This is an optimization exercise on Yosys and OpenROAD, whose aim is small area, not a production implementation. In this exercise RTL edits were held to simulation tests only and were not proved equivalent to the original. Power is estimated from default activity; no workload was simulated.

==> flow/design.v (outline; a module is shown in full before it is edited, if it fits) <==
// module gemm: 1426 lines
// module gemm_aoi: 5 lines
// module gemm_fa: 6 lines
// module gemm_ha: 6 lines
// module gemm_inv: 5 lines
// module gemm_nd: 5 lines
// module gemm_nr: 5 lines
// module gemm_or2: 5 lines
// module gemm_x2: 5 lines
// module gemm_xn2: 5 lines
module gemm(A, B, C, D, Cout, clk);
  // ...
==> flow/flow/run.sh <==
#!/bin/bash
# The standard layout (standard.sh) with two changes:
#  - the port buffers that global placement inserts use the smallest buffer cell;
#  - clock tree synthesis uses clkbuf_4 buffers and no dummy loads (32 flip-flops need no more).
# ORFS writes each step's full log under orfs/logs/; make's own output goes to standard.log.
set -euo pipefail
bash standard.sh \
  "BUFFER_PORTS_ARGS=-buffer_cell sky130_fd_sc_hd__buf_1" \
  "CTS_ARGS=-sink_clustering_enable -repair_clock_nets -dont_use_dummy_load -buf_list sky130_fd_sc_hd__clkbuf_4 -root_buf sky130_fd_sc_hd__clkbuf_4" \
  finish > standard.log 2>&1
==> flow/standard.sh <==
#!/bin/bash
# synth_recipe.tcl (not shown) runs the flow's synth.tcl, then flattens the netlist and writes it again
# the make line also repeats each setting of config.mk as NAME=value (left out here)
make -C /OpenROAD-flow-scripts/flow DESIGN_CONFIG=/design/flow/config.mk WORK_HOME=/design/flow/orfs CLKGATE_MAP_FILE= SYNTH_SCRIPT=/design/flow/synth_recipe.tcl "${@:-finish}"
==> flow/config.mk <==
export PLATFORM = sky130hd
export DESIGN_NAME = gemm
export DESIGN_NICKNAME = gemm
export VERILOG_FILES = /design/flow/design.v
export SDC_FILE = /design/flow/constraint.sdc
export NUM_CORES = 4
export LEC_CHECK = 0
export CAP_MARGIN = 20
export CORE_MARGIN = 2
export CORE_UTILIZATION = 40
export GPL_TIMING_DRIVEN = 0
export PLACE_DENSITY = 0.5
export SLEW_MARGIN = 20
export SYNTH_HIERARCHICAL = 1
==> flow/constraint.sdc <==
create_clock -name core_clock -period 10.0 [get_ports {clk}]
set_input_delay 2.0000 -clock core_clock [delete_from_list [all_inputs] [get_ports {clk}]]
set_output_delay 2.0000 -clock core_clock [all_outputs]
set_load 0.01 [all_outputs]
==> run summary, run 1 <==
Outcome:
- The run finished with no timing, DRC or antenna violations.

Worst setup path:
- The maximum fanout along the worst path is 17.
- The signal on the critical path passes through buf_1 > ha_1 > fa_1 > a222oi_1 > fa_1 > fa_1 > or2_1 > fa_1 > fa_1 > fa_1 > fa_1 > nor2_1 > xnor2_1.
- The type of the worst setup path is in2reg.

Clock tree:
- Clock-pin slew was measured on the worst setup and hold paths at 0.08 ns.
- The number of resized instances in the post-cts repair step is 0.

Cells and area:
- The final layout contains a sequential cell count of 32.
- Of the total standard cell area in the layout, the sequential portion is 0.0714.
- The register with the most flip-flops in the layout has 32 of them.
- The fraction of final layout cells sized beyond drive strength 1 is 0.0155.
- The final non-filler cell total is 1,167.

Placed design:
- The total cell area at the placement stage is 0.00890 mm2.
- Once placement completed, the tool counted placed cells totaling 1,159.

Hold path:
- The worst hold path begins at D[16].
- The hold path endpoint is Cout[16].

Yosys:
- The fraction of post-synthesis cell area in the top cell type by area is 0.366.
- The distinct cell type count after synthesis is 10.
- Counting every net in the synthesized netlist gives 1,019.
- Counting flops and latches in the post-synthesis netlist gives 32.
- Of all cell types, the one taking the most synthesized area is fa_1.
- Of the total synthesized cell area, the portion taken by AND, OR, NAND and NOR gates is 0.0586.

Floorplanning:
- The count of boundary I/O pins is 161.
- The number of placement rows is 51.

Global route:
- The met2 track utilization from global routing is 0.502.
- In the global route stage, met3 resource usage came out at 0.0802.

Route:
- The wire length on met3 is 4.89 mm.
- The met1 routed wirelength after detailed routing is 13.1 mm.

Power and ir drop:
- The power in sequential cells is 236 uW.
- Of the total power, the share spent switching nets is 0.505.
- The power density of the placed cells is 271 mW/mm2.

Timing:
- The final-report max-slew violation count was 0.
==> inputs of run 2 (changes only) <==
--- a/flow/config.mk
+++ b/flow/config.mk
@@ -7,3 +7,3 @@
 export LEC_CHECK = 0
-export CAP_MARGIN = 20
+export CAP_MARGIN = 10
 export CORE_MARGIN = 2
@@ -12,3 +12,3 @@
 export PLACE_DENSITY = 0.5
-export SLEW_MARGIN = 20
+export SLEW_MARGIN = 10
 export SYNTH_HIERARCHICAL = 1
==> run 2 against run 1 <==
Still clean; fmax grew 0.35%; final area shrank 0.42%; clock power shrank 2%; combinational power is essentially flat; critical path type unchanged; critical endpoint unchanged; largest cell class unchanged.
==> run summary, run 2 <==
Placed design:
- Prior to clock tree synthesis, the placed netlist has a worst setup slack of 2.61 ns.
- After legalization and detailed placement, the total HPWL measured 25.0 mm.
- The total cell area at the placement stage came to 0.00888 mm2 (-0.22%).
- The count of port buffers added during placement is 152.
- Routability-driven placement finished with a final weighted congestion of 0.978.

Route:
- The post-detailed-route wirelength per cell is 29.8 um.
- The starting DRC count in detailed routing is 2,315.
- Once detail routing completed, the nets flagged for antenna violations numbered 0.
- The post-detailed-route DRC marker count is 0.
- The number of vias after detailed routing is 8,356.
- In the routed layout, each cell is associated on average with a via count of 7.18.
- Summed over all layers, the routed wires come to 34.6 mm.
- The pre-antenna-repair detailed-routing pass consisted of 12 iterations.

Timing:
- Subtracting the final worst setup slack from the clock period gives 7.19 ns.
- Setup repair after global routing left no endpoint under its margin.
- Setup violations remaining at the end of the flow were counted as 0.
- The final-report max-slew violation count is 0 (unchanged).
- Based on the critical path, the design can be clocked at up to 139 MHz.
- The count of endpoints failing hold in the final timing report is 0.
- In the finished design, the share of the clock period the worst path needs comes to 0.719.
- At the pin with the least slew margin, the transition time is 1.27 ns.
- Adding up every negative setup slack in the final design gives 0 ns.
- In this run the tightest slew margin relative to its limit is 0.148.
- The setup slack of the critical path after layout is 2.81 ns.

Clock tree:
- Counting along the longest clock path gives a buffer depth of 2.
- In this run, CTS created clock tree buffers numbering 5.
- The post-CTS clock slew at the launch and capture registers of the worst setup and hold paths is 0.09 ns (about the same).
- The number of hold buffers added after cts is 0.
- The H-tree depth is 2.
- Buffers added to address setup during post-CTS repair amount to 0.
- The number of resized instances in the post-cts repair step is 0 (unchanged).
- The number of clock sinks is 32.
- TritonCTS built the clock tree.
- The root cell of the clock tree is clkbuf_4.

Hold path:
- The cell depth of the worst min-delay path is 4.
- The path class of the tightest hold or removal check is in2reg.
- The worst hold path begins at D[16].
- The worst hold path terminates at Cout[0].

Floorplanning:
- The floorplan step defined a core boundary enclosing 0.0195 mm2.
- The count of boundary I/O pins came to 161 (unchanged).
- The die covers 0.0211 mm2.
- The die width is 145 um.
- The starting utilization of the core area is 0.409.
- The number of placement rows is 51 (unchanged).
- The vertical die dimension is 145 um.

Yosys:
- By area the synthesized netlist is led by fa_1 37%, a222oi_1 31%, xor2_1 14%, dfxtp_1 8.0%, nor2_1 3.9%.
- The mean instance size in the synthesized netlist is 10.8 um2.
- For this run, the register share of the synthesized area comes to 0.0803.
- In the synthesized netlist the dominant register cell turns out to be dfxtp_1.
- The distinct cell type count after synthesis is 10 (unchanged).
- The post-synthesis net count came to 1,019 (unchanged).
- The synthesized design spends more area on one cell type than any other, namely fa_1.
- Counting flops with an async set or reset pin after synthesis yields a share of 0.
- The area of the mapped netlist is 0.00798 mm2.
- Yosys instantiated no cell more often than a222oi_1.
- The Yosys step of the flow raised 7 warnings.
- The fraction of post-synthesis cell area in the top cell type by area was 0.366 (unchanged).
- After technology mapping, the gate count stands at 740.
- Counting instances in the post-synthesis netlist gives the leading cell types as 248 x a222oi_1, 146 x fa_1, 132 x xor2_1.
- The number of synthesized flops with an enable pin is 0.
- The post-synthesis register bit count came to 32 (unchanged).

Cells and area:
- Leaving out fill and tap cells, the most frequent cell in the layout is a222oi_1.
- The largest registers in the layout are Cout x32.
- The fraction of final layout cells sized beyond drive strength 1 was 0.0111 (-0.00439).
- Across the whole layout, storage elements account for 641 um2.
- More flip-flops sit in one register than any other, and that register is Cout.
- In the layout the commonest cells are 248 x a222oi_1, 152 x buf_1, 146 x fa_1.
- In the final layout, the multi-input gates occupy 0.00713 mm2.
- At the end of the flow, the number of nets in the layout was 1,178.
- The number of flip-flops under the largest register name was 32 (unchanged).
- The fill cell total of the finished layout is 1,926.
- From synthesis to final layout, the design area changed by 12.0%.
- The final standard cell area without fillers is 0.00893 mm2.

Worst setup path:
- The critical path crosses 13 cells after its start point.
- The arrival time at the worst endpoint is 7.41 ns.
- Broken down by cell family, the worst path's largest delay share belongs to adder cells.
- At the worst endpoint, the required time is 10.22 ns.
- On the critical path, the stage with the largest delay is an instance of fa_1.
- The signal on the critical path passes through buf_1 > ha_1 > fa_1 > a222oi_1 > fa_1 > fa_1 > or2_1 > fa_1 > fa_1 > fa_1 > fa_1 > nor2_1 > xnor2_1.
- STA classifies the critical path endpoint as a flop.
- The type of the worst setup path is in2reg.
- The largest single stage delay on the critical path is 1.07 ns.
- Counting both buffers and inverters, the worst setup path holds a total of 1.
- The maximum fanout along the worst path is 17 (unchanged).
- The worst setup path is launched from a primary input.
- The cell with the most instances on the worst path is fa_1.

Power and ir drop:
- The maximum resistive drop on vdd is 0.000166 V.
- The cell leakage power is 2.99 nW.
- The power density of the placed cells is 271 mW/mm2 (+0.27%).

Global route:
- Entering global routing, the biggest net connects 18 pins.
- The total grt overflow is 0.
- The first-pass GRT wire length is 51.1 mm.
- The global-route total usage across every layer is 0.314.
- The number of antenna violations at the first check in global routing was 1.
- The via count of the first global-routing pass is 8,488.

Flow run:
- Max-cap violations in this run came to 0.

Outcome:
- The run finished with no timing, DRC or antenna violations.
[run 2: per-module statistics from Yosys, one instance, submodules excluded]
module | times used | flip-flops and latches
gemm_fa | 146 | 0
gemm_inv | 60 | 0
gemm_aoi | 248 | 0
gemm_xn2 | 4 | 0
gemm | 1 | 32
gemm_nd | 16 | 0
gemm_ha | 4 | 0
gemm_x2 | 132 | 0
gemm_or2 | 16 | 0
gemm_nr | 82 | 0
[run 2: cells by family after synthesis]
| logic type | share of synthesized area |
|---|---|
| AOI/OAI and AO/OA | 0.311 |
| adders and majority gates | 0.373 |
| xor gates and xnor gates | 0.149 |
| and+or+nand+nor | 0.0586 |
| buffers and inverters | 0.0282 |
| DFF | 0.0803 |
[run 2: through the flow]
stage	std cells	hold slack, ns	power [mW]	utilization
2_1_floorplan	740	2.12	1.84	-
3_3_place_gp	1157	2.39	2.31	0.455
3_5_place_dp	1157	2.39	2.34	0.455
4_1_cts	1162	2.42	2.41	0.457
5_1_grt	1163	2.34	2.67	0.458
6_report	1163	2.31	2.42	0.458
[run 2: how the worst max path moves through the flow]
stage           from        to  slack, ns
6_report       C[24]  Cout[23]       2.81
5_1_grt        C[24]  Cout[31]       2.69
4_1_cts         C[8]  Cout[15]       2.97
3_5_place_dp    C[8]  Cout[15]       2.61
3_3_place_gp    C[8]  Cout[15]       2.67
2_1_floorplan   A[8]  Cout[15]       3.62
[run 2: power breakdown]
part	switching, mW	total, mW	internal (mW)
logic	1.17	2.12	0.955
clock network	0.0399	0.0633	0.0234
registers	0.0141	0.238	0.224
[run 2: final cells by class]
class                      instances  area share
tap                              265      0.0371
sequential                        32      0.0717
timing repair buffer             152      0.0639
antenna                            1    0.000280
inverter                          60      0.0252
clock buffer                       5     0.00420
multi-input combinational        648       0.798
[run 2: routing by layer]
layer / vias to the layer above / share of wire / global-route usage
met5: - / 0 / 0
met4: 0 / 0.026 / 0.0956
met3: 66 / 0.12 / 0.0670
met2: 701 / 0.45 / 0.502
met1: 4099 / 0.40 / 0.429
li1: 3490 / - / -
==> inputs of run 3 (changes only) <==
==> flow/run.sh (new file) <==
#!/bin/bash
# synth_recipe.tcl (not shown) runs the flow's synth.tcl, then flattens the netlist and writes it again
# the make line also repeats each setting of config.mk as NAME=value (left out here)
make -C /OpenROAD-flow-scripts/flow DESIGN_CONFIG=/design/flow/config.mk WORK_HOME=/design/flow/orfs CLKGATE_MAP_FILE= SYNTH_SCRIPT=/design/flow/synth_recipe.tcl finish
--- a/flow/config.mk
+++ b/flow/config.mk
@@ -10,2 +10,3 @@
 export CORE_UTILIZATION = 40
+export CTS_BUF_LIST = sky130_fd_sc_hd__clkbuf_4
 export GPL_TIMING_DRIVEN = 0
removed: flow/flow/run.sh
removed: flow/standard.sh
==> run 3 against run 2 <==
Still clean on timing, DRC and antenna; combinational power up 5%; critical path depth stayed put; non-clock buffer count rose by 1; sequential cell count is the same; first-iteration DRC count decreased by 4.7%; via count grew 2.3%; clock power is 11% higher; power is 4.8% higher; synthesized cell count unchanged; sequential power is essentially flat; critical endpoint is now Cout[15]; largest cell class unchanged; highest routed layer unchanged.
==> run summary, run 3 <==
Hold path:
- The type of the most critical hold path is in2reg.
- The hold path endpoint is Cout[0].
- The cell depth of the worst min-delay path is 5 (+1).
- The source of the worst hold timing path is D[0].

Worst setup path:
- The delay of the slowest critical-path stage came to 1.04 ns (-0.03 ns).
- The kind of cell with the highest combined delay along the critical path is adder cells.
- The required arrival time at the worst endpoint came to 10.21 ns (about the same).
- The kind of start point of the critical path is a primary input.
- In this design, the critical path's most frequently occurring cell is fa_1.
- The worst setup path is of the in2reg kind.
- Among all stages on the critical path, the largest delay is contributed by fa_1.
- STA classifies the critical path endpoint as a flop.
- The arrival time at the worst endpoint is 7.97 ns (+0.56 ns).
- Walking the worst path, the cells encountered are clkdlybuf4s50_1 > ha_1 > fa_1 > a222oi_1 > fa_1 > fa_1 > or2_1 > fa_1 > fa_1 > fa_1 > fa_1 > nor2_1 > xnor2_1.
- The maximum fanout along the worst path is 17 (unchanged).
- The total buffers and inverters traversed by the critical path is 1 (unchanged).

Power and ir drop:
- The internal power was 1.31 mW (+9.3%).
- The part of the total power dissipated in sequential elements is 0.093 (-0.005).
- The combinational share of power is 0.879 (+0.003).
- The power density of the placed cells was 256 mW/mm2 (-5.5%).
- The maximum resistive drop on vdd is 0.000133 V (-20%).
- The switching share of total power is 0.483 (-0.0214).
- The net switching power figure is 1.23 mW (+0.33%).
- The cell leakage power is 3.42 nW (+14%).
- The proportion of power drawn by the clock network is 0.028 (+0.002).

Global route:
- The pin count of the biggest net entering global routing is 18 (unchanged).
- The number of antenna violations at the first check in global routing is 1 (unchanged).
- The via count of the first global-routing pass came to 8,883 (+4.7%).
- The total grt overflow is 0 (unchanged).
- The first-pass GRT wire length is 52.5 mm (+2.8%).
- The global-route total usage across every layer is 0.319 (+0.00426).

Timing:
- The clock period minus final worst setup slack is 7.77 ns (+0.578 ns).
- The setup slack of the critical path after layout is 2.23 ns (-0.578 ns).
- The sum of negative setup slack is 0 ns (unchanged).
- The count of endpoints failing hold in the final timing report is 0 (unchanged).
- The upper clock frequency limit came to 129 MHz (-7.4%).
- Setup repair after global routing left no endpoint under its margin.
- The transition at the pin with the smallest max-transition slack came to 1.31 ns (+0.0371 ns).
- The final setup violation count is 0 (unchanged).
- The post-route fraction of the period consumed by the critical path was 0.777 (+0.0578).
- The final-report max-slew violation count is 0 (unchanged).
- The relative slew slack is 0.123 (-0.0249).

Placed design:
- The routability congestion estimate is 1.02 (+4.3%).
- The total cell area at the placement stage is 0.00983 mm2 (+11%).
- The HPWL after detailed placement is 25.4 mm (+1.5%).
- The count of port buffers added during placement is 152 (unchanged).
- The minimum setup slack after placement is 2.10 ns (-0.511 ns).

Yosys:
- The top flip-flop cell by instance count after synthesis is dfxtp_1.
- The fraction of registers with async set or reset after synthesis is 0 (unchanged).
- The post-synthesis net count is 1,019 (unchanged).
- The area of the mapped netlist is 0.00798 mm2 (unchanged).
- The post-synthesis register bit count came to 32 (unchanged).
- a222oi_1 is the most common cell in the netlist.
- The fraction of post-synthesis cell area in the top cell type by area is 0.366 (unchanged).
- The mean instance size in the synthesized netlist is 10.8 um2 (unchanged).
- The cell accounting for the most synthesized area is fa_1.
- The number of synthesized flops with an enable pin is 0 (unchanged).
- The count of synthesis-stage warnings from yosys came to 7 (unchanged).
- The synthesized instance count is 740 (unchanged).
- The sequential-to-total area share from yosys stat is 0.0803 (unchanged).
- The distinct cell type count after synthesis is 10 (unchanged).
- Counting instances in the post-synthesis netlist gives the leading cell types as 248 x a222oi_1, 146 x fa_1, 132 x xor2_1.
- In the post-synthesis netlist, the biggest area contributors are fa_1 37%, a222oi_1 31%, xor2_1 14%, dfxtp_1 8.0%, nor2_1 3.9%.

Route:
- The starting DRC count in detailed routing came to 2,207 (-4.7%).
- The post-detailed-route wirelength per cell is 29.9 um (+0.36%).
- The number of iterations in the first detailed-routing pass is 15 (+3).
- The number of vias after detailed routing is 8,548 (+2.3%).
- The post-detailed-route DRC marker count was 0 (unchanged).
- The remaining number of nets flagged by the antenna check after routing is 0 (unchanged).
- The via count normalized by instance count is 7.32 (+1.9%).
- The total routed wirelength is 34.9 mm (+0.70%).

Cells and area:
- Relative to the synthesized area, the layout overhead comes to 24.1%.
- The final design utilization was 0.507 (+0.0497).
- Leaving out fill and tap cells, the most frequent cell in the layout is a222oi_1.
- The fill cell total of the finished layout is 1,838 (-4.6%).
- In the layout the commonest cells are 248 x a222oi_1, 152 x clkdlybuf4s50_1, 146 x fa_1.
- The number of flip-flops under the largest register name is 32 (unchanged).
- Ranked by flip-flop count, first place goes to Cout.
- The net count reported at finish is 1,179 (+0.085%).
- The final standard cell area without fillers is 0.00991 mm2 (+11%).
- The fraction of final layout cells sized beyond drive strength 1 is 0.00999 (-0.00116).
- In the final layout, the registers with the most flip-flops are Cout x32.

Clock tree:
- The H-tree depth is 2 (unchanged).
- The buffers inserted during post-CTS setup optimization is 0 (unchanged).
- The post-CTS clock slew at the launch and capture registers of the worst setup and hold paths came to 0.08 ns (about the same).
- The number of hold buffers added after cts is 0 (unchanged).
- The number of resized instances in the post-cts repair step is 0 (unchanged).
- The number of clock sinks is 32 (unchanged).
- The clock buffer count from CTS is 5 (unchanged).
- TritonCTS built the clock tree.
- The maximum buffer depth of the clock tree is 2 (unchanged).
- CTS placed an instance of clkbuf_4 at the clock tree root.

Floorplanning:
- The number of placement rows is 51 (unchanged).
- The count of boundary I/O pins was 161 (unchanged).
- The die width is 145 um (unchanged).
- The vertical die dimension came to 145 um (unchanged).
- The die area is 0.0211 mm2 (unchanged).
- The placeable core region is 0.0195 mm2 (unchanged).
- The starting utilization of the core area is 0.409 (unchanged).

Outcome:
- The run finished with no timing, DRC or antenna violations.

Flow run:
- The max-cap violation count is 0 (unchanged).
==> run 3: cell count changes in the layout (fill, tap and decap cells not counted), sizes merged <==
| cell | delta |
|---|---|
| clkdlybuf4s50 | +152 |
| buf | -151 |
| clkbuf | +2 |
| clkinv | +1 |
==> run 3: modules after synthesis, one instance, submodules excluded <==
module	flip-flops and latches	cell area (um2)	copies in the design
gemm_nd	0	3.75	16
gemm	32	641	1
gemm_fa	0	20.0	146
gemm_x2	0	8.76	132
gemm_ha	0	12.5	4
gemm_inv	0	3.75	60
gemm_aoi	0	10.0	248
gemm_nr	0	3.75	82
gemm_or2	0	6.26	16
gemm_xn2	0	8.76	4
==> run 3: worst max-delay path by stage <==
stage               start  endpoint  slack [ns]  cells past startpoint
floorplan            A[8]  Cout[15]        3.62                     12
global placement     C[8]  Cout[15]        2.15                     13
global route         C[8]  Cout[15]        2.16                     13
detailed placement   C[8]  Cout[15]        2.10                     13
CTS                  C[8]  Cout[15]        2.44                     13
finish               C[8]  Cout[15]        2.23                     13
==> run 3: through the flow <==
step / hold WS, ns / std cells / total power [mW]
6_report: 2.83 / 1167 / 2.54
3_5_place_dp: 2.74 / 1157 / 2.46
3_3_place_gp: 2.74 / 1157 / 2.42
5_1_grt: 2.90 / 1167 / 2.77
4_1_cts: 2.83 / 1165 / 2.53
2_1_floorplan: 2.12 / 740 / 1.84
==> run 3: layout make-up <==
type	instances	area (um2)	share of cell area
diodes	1	2.50	0.000253
clock buffers	7	52.6	0.00531
clock inverters	1	3.75	0.000379
inverters	60	225	0.0227
multi-input cells	648	7120	0.718
flip-flops and latches	32	641	0.0647
well taps	265	332	0.0335
repair buffers	153	1530	0.155
==> run 3: layer usage <==
metal	global-route usage	wire length [um]
met1	0.426	12900
met2	0.511	16000
met3	0.0585	4840
met4	0.131	1120
met5	0	0
==> run 3: cells by family after synthesis <==
| family | count (synthesis) | share of synthesized area |
|---|---|---|
| AOI/OAI and AO/OA | 248 | 0.311 |
| adders and majority gates | 150 | 0.373 |
| xor gates and xnor gates | 136 | 0.149 |
| and+or+nand+nor | 114 | 0.0586 |
| buffers and inverters | 60 | 0.0282 |
| DFF | 32 | 0.0803 |
==> run 3: power groups by stage <==
stage	clock, mW	sequential (mW)	combinational [mW]
2_1_floorplan	0	0.272	1.56
3_3_place_gp	0	0.240	2.18
3_5_place_dp	0	0.241	2.22
4_1_cts	0.0733	0.238	2.22
5_1_grt	0.0765	0.243	2.45
6_report	0.0701	0.237	2.23

-- what the ideal ports hide --
Ports are ideal in the flow. The routed layouts listed here were re-timed in OpenROAD.
Step 1 assumes that a clkbuf_16 drives the clock port and a buf_2 every other input.
Step 2 times the ports against the registers' clock, not the clock port: input delays grow and output delays shrink by t, the midpoint of the rising clock arrivals with the driver on.
Slacks: no drivers / after step 1 / after step 2; pairs: no drivers / after step 1.
run	t (ns)	setup slack, ns	worst slew at a driven data input, ns	pins driven straight from the clock port
run 1	0.364	2.787 / 2.796 / 2.432	0.04	1
run 2	0.360	2.812 / 2.821 / 2.461	0.04	1
run 3	0.350	2.234 / 2.243 / 1.892	0.05	1
After both steps setup and hold are still met in every run listed. The setup slack of run 1, which loses most, moves by +0.009 ns with the drivers and by -0.355 ns with both steps.
